From an optimization exercise on the open Yosys and OpenROAD flow, aimed at small area, a short achievable clock period and few clock cycles; shortcuts taken in it are not production practice. Power and IR drop assume default switching activity.

## TR
==> flow/design.v (excerpt) <==
module  ATCONV(
	input		clk,
	input		reset,
	output	reg	busy,
	input		ready,
	output reg	[11:0]	iaddr,
	input signed [12:0]	idata,
	output	reg 	cwr,
	output  reg	[11:0]	caddr_wr,
	output reg 	[12:0] 	cdata_wr,
	output	 	crd,
	output 	[11:0] 	caddr_rd,
	input 	[12:0] 	cdata_rd,
	output reg 	csel
	);
For scale: ~870 cells after synthesis, ~210 flip-flops, roughly 82 I/O pins, ~9700 µm² of cells after synthesis.
==> flow/config.mk <==
export PLATFORM = sky130hd
export DESIGN_NAME = ATCONV
export DESIGN_NICKNAME = ATCONV
export VERILOG_FILES = /design/flow/design.v
export SDC_FILE = /design/flow/constraint.sdc
export NUM_CORES = 4
export LEC_CHECK = 0
export CAP_MARGIN = 20
export CORE_MARGIN = 2
export CORE_UTILIZATION = 40
export PLACE_DENSITY = 0.6
export SETUP_SLACK_MARGIN = 2.7
export SLEW_MARGIN = 20
==> flow/constraint.sdc <==
create_clock -name core_clock -period 5.0 [get_ports {clk}]
set_input_delay 1.0000 -clock core_clock [delete_from_list [all_inputs] [get_ports {clk}]]
set_output_delay 1.0000 -clock core_clock [all_outputs]
set_load 0.01 [all_outputs]
standard.sh (not shown) runs the stock make flow with config.mk's settings and CLKGATE_MAP_FILE= SYNTH_SCRIPT=/design/flow/synth_recipe.tcl, a recipe that flattens the netlist after the stock synthesis.
==> flow/flow/run.sh <==
#!/bin/bash
# The standard layout (the standard.sh, unchanged synthesis and steps),
# except that the input and output port buffers are plain buf_2 cells
# instead of the delay cells buffer_ports picks by default.
export BUFFER_PORTS_ARGS="-buffer_cell sky130_fd_sc_hd__buf_2"
bash standard.sh > standard.log 2>&1
Having completed the whole flow, TR delivered a layout that passed the timing, DRC and antenna checks.
[inputs] AL vs TR
Settings: SETUP_SLACK_MARGIN now 2.85, was 2.7.
==> flow/flow/run.sh <==
#!/bin/bash
# The standard layout (the standard.sh and its synthesis script), with two
# changes: adders are left to ABC as plain logic instead of being mapped to
# full-adder cells first (ADDER_MAP_FILE empty), and the port buffers are
# plain buf_2 cells.
export ADDER_MAP_FILE=
export BUFFER_PORTS_ARGS="-buffer_cell sky130_fd_sc_hd__buf_2"
bash standard.sh > standard.log 2>&1
Findings:
On post-cts sizing count: between TR and AL, it ends up higher for AL.
Route | AL vs TR | wire longer in AL
Lower leakage power of the design among TR and AL: AL
Non-clock inverter total of the final layout, AL vs TR: down by more than a quarter
Diff TR -> AL | TritonCTS buffer count | down by a few percent
Comparing TR and AL, worst setup slack is higher on TR.
Sort TR and AL by portion of total power attributed to combinational logic, ascending, and TR comes first.
TR → AL: power density of the placed cells saw a decrease, number of placement rows went down 1.
No run of this note included a check of the RTL's function; only the layout flow was run.

* * *

Setup of job 3303:
The RTL this note starts from:
==> flow/design.v <==
`timescale 1ns/10ps
module  ATCONV(
	input		clk,
	input		reset,
	output	reg	busy,
	input		ready,
	output reg	[11:0]	iaddr,
	input signed [12:0]	idata,
	output	reg 	cwr,
	output  reg	[11:0]	caddr_wr,
	output reg 	[12:0] 	cdata_wr,
	output	 	crd,
	output 	[11:0] 	caddr_rd,
	input 	[12:0] 	cdata_rd,
	output reg 	csel
	);
assign crd = 1'b0;
assign caddr_rd = 12'd0;
localparam [12:0] BIAS = 13'h1FF4;    
localparam [12:0] NBIAS = 13'h000C;   
reg        done;        
reg        ending;      
reg  [5:0] bi;          
reg        g;           
reg        p0, p1, p2;  
reg        vm1;         
reg        c_fl;        
wire [5:0] x = iaddr[5:0];
reg  [12:0] din;         
wire hold = reset | ~busy & ~ready;
wire       col_end = p2 & g;                       
wire       row_end = col_end & ~vm1 & (x == 6'd63);
wire [4:0] bip = bi[4:0] + 5'd1;
wire [4:0] bim = bi[4:0] - 5'd1;
wire       vm1_n = row_end | vm1 & ~col_end;
wire [5:0] x_n = (col_end & ~vm1) ? x + 6'd1 : x;   
wire [5:0] row_n = p0 ? {bi[4:0], g} :
                   p1 ? ((bi[4:0] == 5'd31) ? 6'd63 : {bip, g}) :
                   row_end ? {bi[4:0], 1'b0} :
                   (bi[4:0] == 5'd0) ? 6'd0 : {bim, ~g};
always @(posedge clk) begin
	if (hold) begin
		bi <= 6'd0;
		g <= 1'b0;
		p0 <= 1'b1; p1 <= 1'b0; p2 <= 1'b0;
		vm1 <= 1'b1;
		c_fl <= 1'b1;
		iaddr <= 12'd0;
	end else begin
		if (row_end) bi <= bi + 6'd1;
		if (p2) g <= ~g;
		p0 <= p2; p1 <= p0; p2 <= p1;
		vm1 <= vm1_n;
		c_fl <= vm1_n | (x_n == 6'd0);
		iaddr <= {row_n, x_n};
	end
end
always @(posedge clk) begin
	if (reset) begin
		busy <= 1'b0;
		done <= 1'b0;
	end else begin
		if (~busy & ~done & ready) busy <= 1'b1;
		if (ending) begin
			busy <= 1'b0;
			done <= 1'b1;
		end
	end
end
reg f_valid, f_valid2;
always @(posedge clk) begin
	if (reset) begin
		f_valid <= 1'b0;
		f_valid2 <= 1'b0;
	end else begin
		f_valid <= c_fl ? (bi != 6'd0) : ~(~vm1 & (x == 6'd1));
		f_valid2 <= f_valid;
	end
end
reg [12:7] din_h;
reg        fl_lo, fl_hi;
always @(posedge clk) begin
	din <= idata;
	din_h <= din[12:7];
	fl_lo <= c_fl;
	fl_hi <= fl_lo;
end
reg  [12:0] sf0, sf1, sf2, sf3;
reg  [12:0] pf0, pf1, pf2, pf3;
reg  [12:0] acc_s, acc_c, acc_o;
reg         cy_s, cy_c, cy_o;   
wire [12:0] sterm = p2 ? {2'b0, din[12:2]} : {4'b0, din[12:4]};
wire [12:0] nsterm = ~sterm;
wire [12:0] cterm = p2 ? din : ~{3'b0, din[12:3]};
wire [12:0] left  = fl_lo ? sf3 : sf1;
wire [12:0] o_add = ~fl_lo ? nsterm :
                    p1 ? (vm1 ? sf3 : sf1) :
                    p2 ? NBIAS : 13'd0;
wire [12:0] dh      = {din_h, 7'd0};
wire [12:0] sterm_h = p0 ? {2'b0, dh[12:2]} : {4'b0, dh[12:4]};
wire [12:0] nsterm_h = ~sterm_h;
wire [12:0] cterm_h = p0 ? dh : ~{3'b0, dh[12:3]};
wire [12:0] left_h  = fl_hi ? sf3 : sf1;
wire [12:0] o_add_h = ~fl_hi ? nsterm_h :
                      p2 ? (vm1 ? sf3 : sf1) : 13'd0;
function [7:0] add7;
	input [6:0] a, b;
	input       ci;
	reg   [6:0] p, gg, pp;
	integer     k, i, j;
	begin
		p  = a ^ b;
		gg = a & b;
		gg[0] = gg[0] | (p[0] & ci);
		pp = p;
		for (k = 0; k < 3; k = k + 1)
			for (i = 0; i < 7; i = i + 1)
				if (i[k]) begin
					j = ((i >> k) << k) - 1;
					gg[i] = gg[i] | (pp[i] & gg[j]);
					pp[i] = pp[i] & pp[j];
				end
		add7 = {gg[6], p ^ {gg[5:0], ci}};
	end
endfunction
function [5:0] add6;
	input [5:0] a, b;
	input       ci;
	reg   [5:0] p, gg, pp;
	integer     k, i, j;
	begin
		p  = a ^ b;
		gg = a & b;
		gg[0] = gg[0] | (p[0] & ci);
		pp = p;
		for (k = 0; k < 3; k = k + 1)
			for (i = 0; i < 6; i = i + 1)
				if (i[k]) begin
					j = ((i >> k) << k) - 1;
					gg[i] = gg[i] | (pp[i] & gg[j]);
					pp[i] = pp[i] & pp[j];
				end
		add6 = p ^ {gg[4:0], ci};
	end
endfunction
wire [7:0] s_lo = add7(p1 ? BIAS[6:0] : acc_s[6:0], nsterm[6:0], 1'b1);
wire [7:0] c_lo = add7(p1 ? left[6:0] : acc_c[6:0], cterm[6:0], ~p2);
wire [7:0] o_lo = add7(p1 ? pf1[6:0] : acc_o[6:0], o_add[6:0], ~fl_lo);
wire [5:0] s_hi = add6(p2 ? BIAS[12:7] : acc_s[12:7], nsterm_h[12:7], cy_s);
wire [5:0] c_hi = add6(p2 ? left_h[12:7] : acc_c[12:7], cterm_h[12:7], cy_c);
wire [5:0] o_hi = add6(p2 ? pf1[12:7] : acc_o[12:7], o_add_h[12:7], cy_o);
always @(posedge clk) begin
	{cy_s, acc_s[6:0]} <= s_lo;
	{cy_c, acc_c[6:0]} <= c_lo;
	{cy_o, acc_o[6:0]} <= o_lo;
	acc_s[12:7] <= s_hi;
	acc_c[12:7] <= c_hi;
	acc_o[12:7] <= o_hi;
end
wire finish = busy & p1;
wire finish_h = busy & p2;
always @(posedge clk) begin
	if (finish) begin
		sf0[6:0] <= sf1[6:0]; sf1[6:0] <= sf2[6:0]; sf2[6:0] <= sf3[6:0]; sf3[6:0] <= acc_s[6:0];
		pf0[6:0] <= pf1[6:0]; pf1[6:0] <= pf2[6:0]; pf2[6:0] <= pf3[6:0]; pf3[6:0] <= acc_c[6:0];
	end
	if (finish_h) begin
		sf0[12:7] <= sf1[12:7]; sf1[12:7] <= sf2[12:7]; sf2[12:7] <= sf3[12:7]; sf3[12:7] <= acc_s[12:7];
		pf0[12:7] <= pf1[12:7]; pf1[12:7] <= pf2[12:7]; pf2[12:7] <= pf3[12:7]; pf3[12:7] <= acc_c[12:7];
	end
end
reg  [11:0] mx;
reg         wr0_h, l1;
wire        wr0 = finish & f_valid2 & ~ending;
wire [11:0] l0v = acc_o[12] ? 12'd0 : {acc_o[11:7], cdata_wr[6:0]};
always @(posedge clk) begin
	if (reset) begin
		cwr <= 1'b0;
		csel <= 1'b1;
		caddr_wr <= 12'h3FF;
		wr0_h <= 1'b0;
		l1 <= 1'b0;
		ending <= 1'b0;
	end else begin
		wr0_h <= wr0;
		l1 <= wr0_h & ~csel & ~caddr_wr[6] & caddr_wr[0];
		cwr <= wr0_h | l1;
		if (wr0)
			cdata_wr[6:0] <= acc_o[6:0];
		if (wr0_h) begin
			cdata_wr <= {1'b0, l0v};
			csel <= 1'b0;
			if (csel)
				caddr_wr <= {caddr_wr[9:5] + {4'd0, &caddr_wr[4:0]}, 1'b0, caddr_wr[4:0] + 5'd1, 1'b0};
			else if (~caddr_wr[6])
				caddr_wr[6] <= 1'b1;
			else begin
				caddr_wr[6] <= 1'b0;
				caddr_wr[0] <= 1'b1;
			end
		end else if (l1) begin
			cdata_wr <= {{1'b0, mx[11:4]} + {8'd0, mx[3:0] != 4'd0}, 4'd0};
			csel <= 1'b1;
			caddr_wr <= {2'b00, caddr_wr[11:7], caddr_wr[5:1]};
			if ((&caddr_wr[11:7]) & (&caddr_wr[5:1])) ending <= 1'b1;
		end
	end
end
always @(posedge clk) begin
	if (wr0_h & (csel | (l0v > mx)))
		mx <= l0v;
end
endmodule
clock: 5.0 ns
lec_check: 0
cap_margin: 20
core_margin: 2
core_utilization: 40
place_density: 0.6
setup_slack_margin: 2.7
slew_margin: 20
==> flow/flow/run.sh <==
#!/bin/bash
# The standard layout (the standard.sh and its synthesis script), with two
# changes: adders are left to ABC as plain logic instead of being mapped to
# full-adder cells first (ADDER_MAP_FILE empty), and the port buffers are
# plain buf_2 cells.
export ADDER_MAP_FILE=
export BUFFER_PORTS_ARGS="-buffer_cell sky130_fd_sc_hd__buf_2"
bash standard.sh > standard.log 2>&1
Setup changes, job 3303 to job 1351
Settings: SETUP_SLACK_MARGIN: 2.7 -> 2.8.
==> flow/run.sh (new file) <==
#!/bin/bash
# synth_recipe.tcl (not shown) runs the flow's synth.tcl, then flattens the netlist and writes it again
# the make line also repeats each setting of config.mk as NAME=value (left out here)
make -C /OpenROAD-flow-scripts/flow DESIGN_CONFIG=/design/flow/config.mk WORK_HOME=/design/flow/orfs CLKGATE_MAP_FILE= SYNTH_SCRIPT=/design/flow/synth_recipe.tcl finish
removed: flow/flow/run.sh
removed: flow/standard.sh
## What came out
Comparing worst setup slack for job 1351 and job 3303, the bigger number came from job 1351.
Taking job 3303 as the reference, in job 1351 flip-flop and latch area picked up an extra 30 um2, power share of the combinational group shows a reduction of 4.5 points, core utilization flat, arrival time at the worst endpoint moved down, combinational power down 24%.
Looking at worst slew slack as a fraction of its limit, job 1351 sits 5.1 points above job 3303.
Job 1351 reports a higher proportion of power drawn by the clock network than job 3303 does.
Layout overhead on the synthesized area was higher in job 1351 than in job 3303.
Compared with job 3303, job 1351 shows total vias in the final route lower by 801.
Of job 1351 and job 3303, the run reporting the higher detailed-router iteration count before antenna repair was job 3303.
Relative to job 1351, the following input files were edited for job 9097:
Settings: swapping 2.8 for 2.6 in SETUP_SLACK_MARGIN.
==> comparison <==
Job 9097 went all the way through synthesis, placement and routing and the layout is clean on timing, DRC and antenna.
Switching power share of the total in job 9097 is 0.93 points below job 1351.
Taking job 1351 as the reference, in job 9097 final critical-path share of the clock period went up by 1.1 points, relative area change from synthesis to final layout went down by 2.5 points.
Between job 9097 and job 1351, the placed cell area does not differ in any meaningful way.
In the reports for job 9097 and job 1351, the larger worst hold slack after final layout belongs to job 9097.
### job 9097 -> job 7627
Settings: changing SETUP_SLACK_MARGIN from 2.6 to 2.7.
[summary]
- Part of the total power dissipated in combinational logic: job 7627 vs job 9097 up 1.4 points
- Relative to job 9097, biggest fanout along the worst timing path decreased by 3 in job 7627.
- The via density per instance of job 7627 and that of job 9097 are within noise of each other.
- Utilization job 9097 -> job 7627: down
- Changes observed in job 7627 relative to job 9097: routed wire length fell by about 0.36%; via count stayed essentially flat; power consumption fell by 4.7%; final worst setup slack rose by 0.092 ns.
- Re average cell area after synthesis: no difference whatsoever between job 9097 and job 7627.
No run of this note included a check of the RTL's function; only the layout flow was run.

## afterwards: timing with drivers on the ports
How much do the figures lean on ideal ports? The routed layouts below were timed once more, with nothing changed but the port constraints.
Step 1 sets driving cells, clkbuf_16 on the clock port and buf_2 on the other inputs (assumed; they add their load-dependent delay and slew).
Step 2 moves the port delays by t, midway between the first and last clock arrival at a register: inputs arrive t later, outputs are due t later. That takes back most of the time a late clock gives input paths.
Slacks: no drivers / after step 1 / after step 2; pairs: no drivers / after step 1.
run | shift t [ns] | setup slack, ns | cell pins on the clock port's net
TR | 0.550 | 2.633 / 2.633 / 2.511 | 1
AL | 0.552 | 2.103 / 2.103 / 2.103 | 1
job 3303 | 0.552 | 2.433 / 2.433 / 2.433 | 1
job 1351 | 0.538 | 2.542 / 2.542 / 2.460 | 1
job 9097 | 0.550 | 2.486 / 2.486 / 2.162 | 1
job 7627 | 0.540 | 2.578 / 2.578 / 2.310 | 1
After both steps setup and hold are still met in every run listed. For job 9097, which loses most, drivers alone change the setup slack by 0.000 ns; drivers and shift together by -0.324 ns.
